From an optimization exercise on the open Yosys and OpenROAD flow, aimed at small area; shortcuts taken in it are not production practice.

==> 11-11 <==
==> flow/design.v <==
module Top(
    input clk,
    input rst,
    input [4:0] adr_x,
    input [4:0] adr_y,
    input [2:0] opcode,
    input [0:0] vali,
    output reg [0:0] valo,
    output [3:0] red,
    output [3:0] green,
    output [3:0] blue,
    output reg Hsync,
    output reg Vsync,
    output reg written
    );
    wire op_proc  = (opcode == 3'd1);
    wire op_read  = (opcode == 3'd2);
    wire op_write = (opcode == 3'd3);
    wire op_reset = (opcode == 3'd4);
    reg [2:0] cnt;
    reg trig;
    always @(posedge clk)
        if (rst) begin
            cnt <= 3'd0;
            trig <= 1'b0;
        end else begin
            cnt <= cnt + 3'd1;
            trig <= (cnt == 3'd7);
        end
    reg [10:0] x, y;
    always @(posedge clk)
        if (rst) begin
            x <= 11'd0;
            y <= 11'd0;
            Hsync <= 1'b1;
            Vsync <= 1'b1;
        end else begin
            Hsync <= ~((x > 11'd1328) && (x < 11'd1440));
            Vsync <= ~((y > 11'd1025) && (y < 11'd1028));
            if (x == 11'd1687) begin
                x <= 11'd0;
                y <= (y == 11'd1065) ? 11'd0 : y + 11'd1;
            end else
                x <= x + 11'd1;
        end
    wire gen = op_proc & trig;
    wire keep_all = ~gen & ~op_reset;
    wire [31:0] wset_c, keep_c, keep_r, row_r;
    genvar i, j;
    generate
        for (i = 0; i < 32; i = i + 1) begin : dec
            wire colh = op_write & (adr_x == i);
            assign wset_c[i] = colh & vali;
            assign keep_c[i] = keep_all & ~(colh & ~vali);
            assign row_r[i]  = (adr_y == i);
            assign keep_r[i] = keep_all & ~row_r[i];
        end
    endgenerate
    reg  [31:0] s [0:31];
    reg  [31:0] nxt [0:15];
    wire [31:0] life [0:15];         
    wire [31:0] d [0:31];
    wire [31:0] halo;                
    generate
        for (i = 0; i < 32; i = i + 1) begin : col
            for (j = 0; j < 32; j = j + 1) begin : row
                if (i < 16)
                    upd_a ua (.g(gen), .t(nxt[i][j]), .wc(wset_c[i]), .row(row_r[j]),
                              .kc(keep_c[i]), .kr(keep_r[j]), .s(s[i][j]), .d(d[i][j]));
                else
                    upd_a ub (.g(gen), .t(life[31-i][j]), .wc(wset_c[i]), .row(row_r[j]),
                              .kc(keep_c[i]), .kr(keep_r[j]), .s(s[i][j]), .d(d[i][j]));
            end
            always @(posedge clk)
                s[i] <= d[i];
        end
        for (j = 0; j < 32; j = j + 1) begin : hl
            upd_h uh (.wc(wset_c[16]), .row(row_r[j]),
                      .kc(keep_c[16]), .kr(keep_r[j]), .s(s[16][j]), .d(halo[j]));
        end
    endgenerate
    wire [31:0] u [0:16];
    generate
        for (i = 0; i < 17; i = i + 1) begin : um
            for (j = 0; j < 32; j = j + 1) begin : r
                if (i < 16)
                    mux2 m (.s(trig), .a(d[i][j]), .b(s[31-i][j]), .y(u[i][j]));
                else
                    mux2 m (.s(trig), .a(halo[j]), .b(s[15][j]), .y(u[i][j]));
            end
        end
    endgenerate
    wire [31:0] v0 [0:17];
    wire [31:0] v1 [0:17];
    generate
        for (i = 0; i < 17; i = i + 1) begin : vs
            ha2 vt (.a(u[i][0]), .b(u[i][1]), .s(v0[i+1][0]), .co(v1[i+1][0]));
            for (j = 1; j < 31; j = j + 1) begin : r
                fa3 vf (.a(u[i][j-1]), .b(u[i][j]), .c(u[i][j+1]), .s(v0[i+1][j]), .co(v1[i+1][j]));
            end
            ha2 vb (.a(u[i][30]), .b(u[i][31]), .s(v0[i+1][31]), .co(v1[i+1][31]));
        end
    endgenerate
    generate
        for (i = 0; i < 16; i = i + 1) begin : lc
            for (j = 0; j < 32; j = j + 1) begin : lr
                wire p0, p1, n0, q, d0, d1;
                if (i == 0 && j == 0) begin : p_a
                    assign p0 = v0[i+2][j];
                end else if (i == 0) begin : p_b
                    ha2 f1 (.a(v0[i+2][j]), .b(u[i][j-1]), .s(p0), .co(p1));
                end else if (j == 0) begin : p_c
                    ha2 f1 (.a(v0[i][j]), .b(v0[i+2][j]), .s(p0), .co(p1));
                end else begin : p_d
                    fa3 f1 (.a(v0[i][j]), .b(v0[i+2][j]), .c(u[i][j-1]), .s(p0), .co(p1));
                end
                if (j < 31) begin : n_a
                    ha2 f2 (.a(p0), .b(u[i][j+1]), .s(n0), .co(q));
                end else begin : n_b
                    assign n0 = p0;
                end
                if (i == 0 && j == 0) begin : d_a
                    assign d0 = v1[i+2][j];
                end else if (i == 0) begin : d_b
                    ha2 f3 (.a(v1[i+2][j]), .b(p1), .s(d0), .co(d1));
                end else begin : d_c
                    fa3 f3 (.a(v1[i][j]), .b(v1[i+2][j]), .c(p1), .s(d0), .co(d1));
                end
                if (i == 0 && j == 0) begin : f_a
                    lfin_d q0 (.d0(d0), .q(q), .n0(n0), .me(u[i][j]), .life(life[i][j]));
                end else if (j == 31) begin : f_b
                    lfin_q lf (.d0(d0), .d1(d1), .n0(n0), .me(u[i][j]), .life(life[i][j]));
                end else begin : f_c
                    lfin lf (.d0(d0), .d1(d1), .q(q), .n0(n0), .me(u[i][j]), .life(life[i][j]));
                end
                always @(posedge clk)
                    nxt[i][j] <= life[i][j];
            end
        end
    endgenerate
    wire [1023:0] sflat;
    generate
        for (i = 0; i < 32; i = i + 1) begin : fl
            assign sflat[32*i+31:32*i] = s[i];
        end
    endgenerate
    wire rd;
    mux1k rmux (.c(sflat), .x(adr_x), .y(adr_y), .q(rd));
    always @(posedge clk) begin
        valo <= op_read & rd;
        written <= op_write;
    end
    wire pv;
    reg p;
    mux1k vmux (.c(sflat), .x(x[9:5]), .y(y[9:5]), .q(pv));
    always @(posedge clk)
        p <= ~op_reset & pv;
    wire vis = p & ~x[10] & ~y[10];
    assign red = {4{vis}};
    assign green = {4{vis}};
    assign blue = {4{vis}};
endmodule
module fa3(input a, b, c, output s, co);
    assign s = a ^ b ^ c;
    assign co = (a & b) | (a & c) | (b & c);
endmodule
module ha2(input a, b, output s, co);
    assign s = a ^ b;
    assign co = a & b;
endmodule
module mux2(input s, a, b, output y);
    assign y = s ? b : a;
endmodule
module mux4(input [1:0] s, input [3:0] a, output y);
    assign y = a[s];
endmodule
module lfin(input d0, d1, q, n0, me, output life);
    assign life = ~d1 & (d0 ^ q) & (n0 | me);
endmodule
module upd_a(input g, t, wc, row, kc, kr, s, output d);
    assign d = (g & t) | (wc & row) | (s & (kc | kr));
endmodule
module upd_h(input wc, row, kc, kr, s, output d);
    assign d = (wc & row) | (s & (kc | kr));
endmodule
module lfin_d(input d0, q, n0, me, output life);
    assign life = (d0 ^ q) & (n0 | me);
endmodule
module lfin_q(input d0, d1, n0, me, output life);
    assign life = ~d1 & d0 & (n0 | me);
endmodule
module mux1k(input [1023:0] c, input [4:0] x, input [4:0] y, output q);
    wire [255:0] l1;
    wire [63:0] l2;
    wire [15:0] l3;
    wire [3:0] l4;
    genvar i, k;
    generate
        for (i = 0; i < 32; i = i + 1) begin : cl
            for (k = 0; k < 8; k = k + 1) begin : a
                mux4 m (.s(y[1:0]), .a(c[32*i+4*k+3:32*i+4*k]), .y(l1[8*i+k]));
            end
            for (k = 0; k < 2; k = k + 1) begin : b
                mux4 m (.s(y[3:2]), .a(l1[8*i+4*k+3:8*i+4*k]), .y(l2[2*i+k]));
            end
        end
        for (i = 0; i < 16; i = i + 1) begin : c3
            mux4 m (.s({x[0], y[4]}), .a(l2[4*i+3:4*i]), .y(l3[i]));
        end
        for (i = 0; i < 4; i = i + 1) begin : c4
            mux4 m (.s(x[2:1]), .a(l3[4*i+3:4*i]), .y(l4[i]));
        end
    endgenerate
    mux4 m5 (.s(x[4:3]), .a(l4), .y(q));
endmodule
==> flow/run.sh <==
#!/bin/bash
# synth_recipe.tcl (not shown) runs the flow's synth.tcl, then flattens the netlist and writes it again
# the make line also repeats each setting of config.mk as NAME=value (left out here)
make -C /OpenROAD-flow-scripts/flow DESIGN_CONFIG=/design/flow/config.mk WORK_HOME=/design/flow/orfs CLKGATE_MAP_FILE= SYNTH_SCRIPT=/design/flow/synth_recipe.tcl finish
==> flow/config.mk <==
export PLATFORM = sky130hd
export DESIGN_NAME = Top
export DESIGN_NICKNAME = Top
export VERILOG_FILES = /design/flow/design.v
export SDC_FILE = /design/flow/constraint.sdc
export NUM_CORES = 8
export LEC_CHECK = 0
export CAP_MARGIN = 20
export CORE_MARGIN = 2
export CORE_UTILIZATION = 50
export CTS_BUF_LIST = sky130_fd_sc_hd__clkbuf_4 sky130_fd_sc_hd__clkbuf_8
export PLACE_DENSITY_LB_ADDON = 0.2
export SLEW_MARGIN = 20
export SYNTH_HIERARCHICAL = 1
export SYNTH_MINIMUM_KEEP_SIZE = 0
==> flow/constraint.sdc <==
create_clock -name core_clock -period 10.0 [get_ports {clk}]
set_input_delay 2.0000 -clock core_clock [delete_from_list [all_inputs] [get_ports {clk}]]
set_output_delay 2.0000 -clock core_clock [all_outputs]
set_load 0.01 [all_outputs]
==> 11-07 (differences from 11-11) <==
--- a/flow/design.v
+++ b/flow/design.v
@@ -77,3 +77,3 @@
         for (j = 0; j < 32; j = j + 1) begin : hl
-            upd_h uh (.wc(wset_c[16]), .row(row_r[j]),
+            upd_b uh (.gl(1'b0), .wc(wset_c[16]), .row(row_r[j]),
                       .kc(keep_c[16]), .kr(keep_r[j]), .s(s[16][j]), .d(halo[j]));
@@ -94,2 +94,4 @@
     wire [31:0] v1 [0:17];
+    assign v0[0] = 32'd0;
+    assign v1[0] = 32'd0;
     generate
@@ -106,31 +108,15 @@
             for (j = 0; j < 32; j = j + 1) begin : lr
+                wire up = (j > 0) ? u[i][j-1] : 1'b0;
+                wire dn = (j < 31) ? u[i][j+1] : 1'b0;
                 wire p0, p1, n0, q, d0, d1;
-                if (i == 0 && j == 0) begin : p_a
-                    assign p0 = v0[i+2][j];
-                end else if (i == 0) begin : p_b
-                    ha2 f1 (.a(v0[i+2][j]), .b(u[i][j-1]), .s(p0), .co(p1));
-                end else if (j == 0) begin : p_c
-                    ha2 f1 (.a(v0[i][j]), .b(v0[i+2][j]), .s(p0), .co(p1));
-                end else begin : p_d
-                    fa3 f1 (.a(v0[i][j]), .b(v0[i+2][j]), .c(u[i][j-1]), .s(p0), .co(p1));
-                end
-                if (j < 31) begin : n_a
-                    ha2 f2 (.a(p0), .b(u[i][j+1]), .s(n0), .co(q));
-                end else begin : n_b
-                    assign n0 = p0;
-                end
-                if (i == 0 && j == 0) begin : d_a
-                    assign d0 = v1[i+2][j];
-                end else if (i == 0) begin : d_b
+                if (i == 0) begin : e
+                    ha2 f1 (.a(v0[i+2][j]), .b(up), .s(p0), .co(p1));
+                    ha2 f2 (.a(p0), .b(dn), .s(n0), .co(q));
                     ha2 f3 (.a(v1[i+2][j]), .b(p1), .s(d0), .co(d1));
-                end else begin : d_c
+                end else begin : m
+                    fa3 f1 (.a(v0[i][j]), .b(v0[i+2][j]), .c(up), .s(p0), .co(p1));
+                    ha2 f2 (.a(p0), .b(dn), .s(n0), .co(q));
                     fa3 f3 (.a(v1[i][j]), .b(v1[i+2][j]), .c(p1), .s(d0), .co(d1));
                 end
-                if (i == 0 && j == 0) begin : f_a
-                    lfin_d q0 (.d0(d0), .q(q), .n0(n0), .me(u[i][j]), .life(life[i][j]));
-                end else if (j == 31) begin : f_b
-                    lfin_q lf (.d0(d0), .d1(d1), .n0(n0), .me(u[i][j]), .life(life[i][j]));
-                end else begin : f_c
-                    lfin lf (.d0(d0), .d1(d1), .q(q), .n0(n0), .me(u[i][j]), .life(life[i][j]));
-                end
+                lfin lf (.d0(d0), .d1(d1), .q(q), .n0(n0), .me(u[i][j]), .life(life[i][j]));
                 always @(posedge clk)
@@ -182,10 +168,4 @@
 endmodule
-module upd_h(input wc, row, kc, kr, s, output d);
-    assign d = (wc & row) | (s & (kc | kr));
-endmodule
-module lfin_d(input d0, q, n0, me, output life);
-    assign life = (d0 ^ q) & (n0 | me);
-endmodule
-module lfin_q(input d0, d1, n0, me, output life);
-    assign life = ~d1 & d0 & (n0 | me);
+module upd_b(input gl, wc, row, kc, kr, s, output d);
+    assign d = gl | (wc & row) | (s & (kc | kr));
 endmodule
CORE_UTILIZATION = 35   (was 50)
CTS_BUF_LIST = not set   (was sky130_fd_sc_hd__clkbuf_4 sky130_fd_sc_hd__clkbuf_8)
==> results.cfg <==
[placement]
placed_cells = 12700

[detailed_routing]
dr_wl_met3_mm = 36.3
viasPerCell = 6.82

[synth]
synthesis.area_mm2 = 0.118
synth_xor_xnor_area_share_pct = 0.0894
synth_simple_gate_area_share_pct = 4.67

[floorplanning]
dieArea_mm2 = 0.239

[critical_path]
reg2reg_to = s[16][21]$_DFF_P_
crit_fanout = 17
cpPeakStageDelay_ns = 0.94
cp.depth = 17

[final_layout]
multi_input_area_mm2 = 0.0867
multi_input_cells = 7780

[power_and_ir_drop]
powerDensity_mw_per_mm2 = 105
p_total_mw = 13.7

[clocking]
clk_latency_ns = 1.07

[run_status]
status = timing/DRC/antenna clean

[global_route]
groute.layer.met1.usage_pct = 42.1
# the run above: 11-11

==> results.cfg <==
[detailed_routing]
viasPerCell = 6.12
dr_wl_met3_mm = 30.0

[synth]
synth_simple_gate_area_share_pct = 4.33
synthesis.area_mm2 = 0.118

[power_and_ir_drop]
p_total_mw = 14.7
powerDensity_mw_per_mm2 = 111

[placement]
placed_cells = 14200

[final_layout]
multi_input_cells = 7862

[floorplanning]
dieArea_mm2 = 0.342

[critical_path]
crit_fanout = 33
reg2reg_to = s[29][4]$_DFF_P_
cp.depth = 15

[global_route]
groute.layer.met1.usage_pct = 32.2

[run_status]
status = timing/DRC/antenna clean
# the run above: 11-07

Function was not checked in any run of this note: the RTL went through the layout flow alone.

-- separate check: timing with driven ports --
The flow's constraints put no driver on any port. The routed layouts listed below were extracted and timed again, unchanged, in two steps.
Step 1 sets driving cells, clkbuf_16 on the clock port and buf_2 on the other inputs (assumed; they add their load-dependent delay and slew).
Step 2 times the ports against the registers' clock, not the clock port: input delays grow and output delays shrink by t, the midpoint of the rising clock arrivals with the driver on.
a / b / c = no drivers / after step 1 / after step 2; a / b = the first two.
run | t (ns) | setup slack, ns | clock arrival spread, ns | pins driven straight from the clock port
11-11 | 1.119 | 3.283 / 3.331 / 2.212 | 0.071 / 0.071 | 1
11-07 | 0.963 | 3.113 / 3.193 / 2.230 | 0.049 / 0.048 | 1
After both steps setup and hold are still met in every run listed. For 11-11, which loses most, drivers alone change the setup slack by +0.048 ns; drivers and shift together by -1.071 ns.
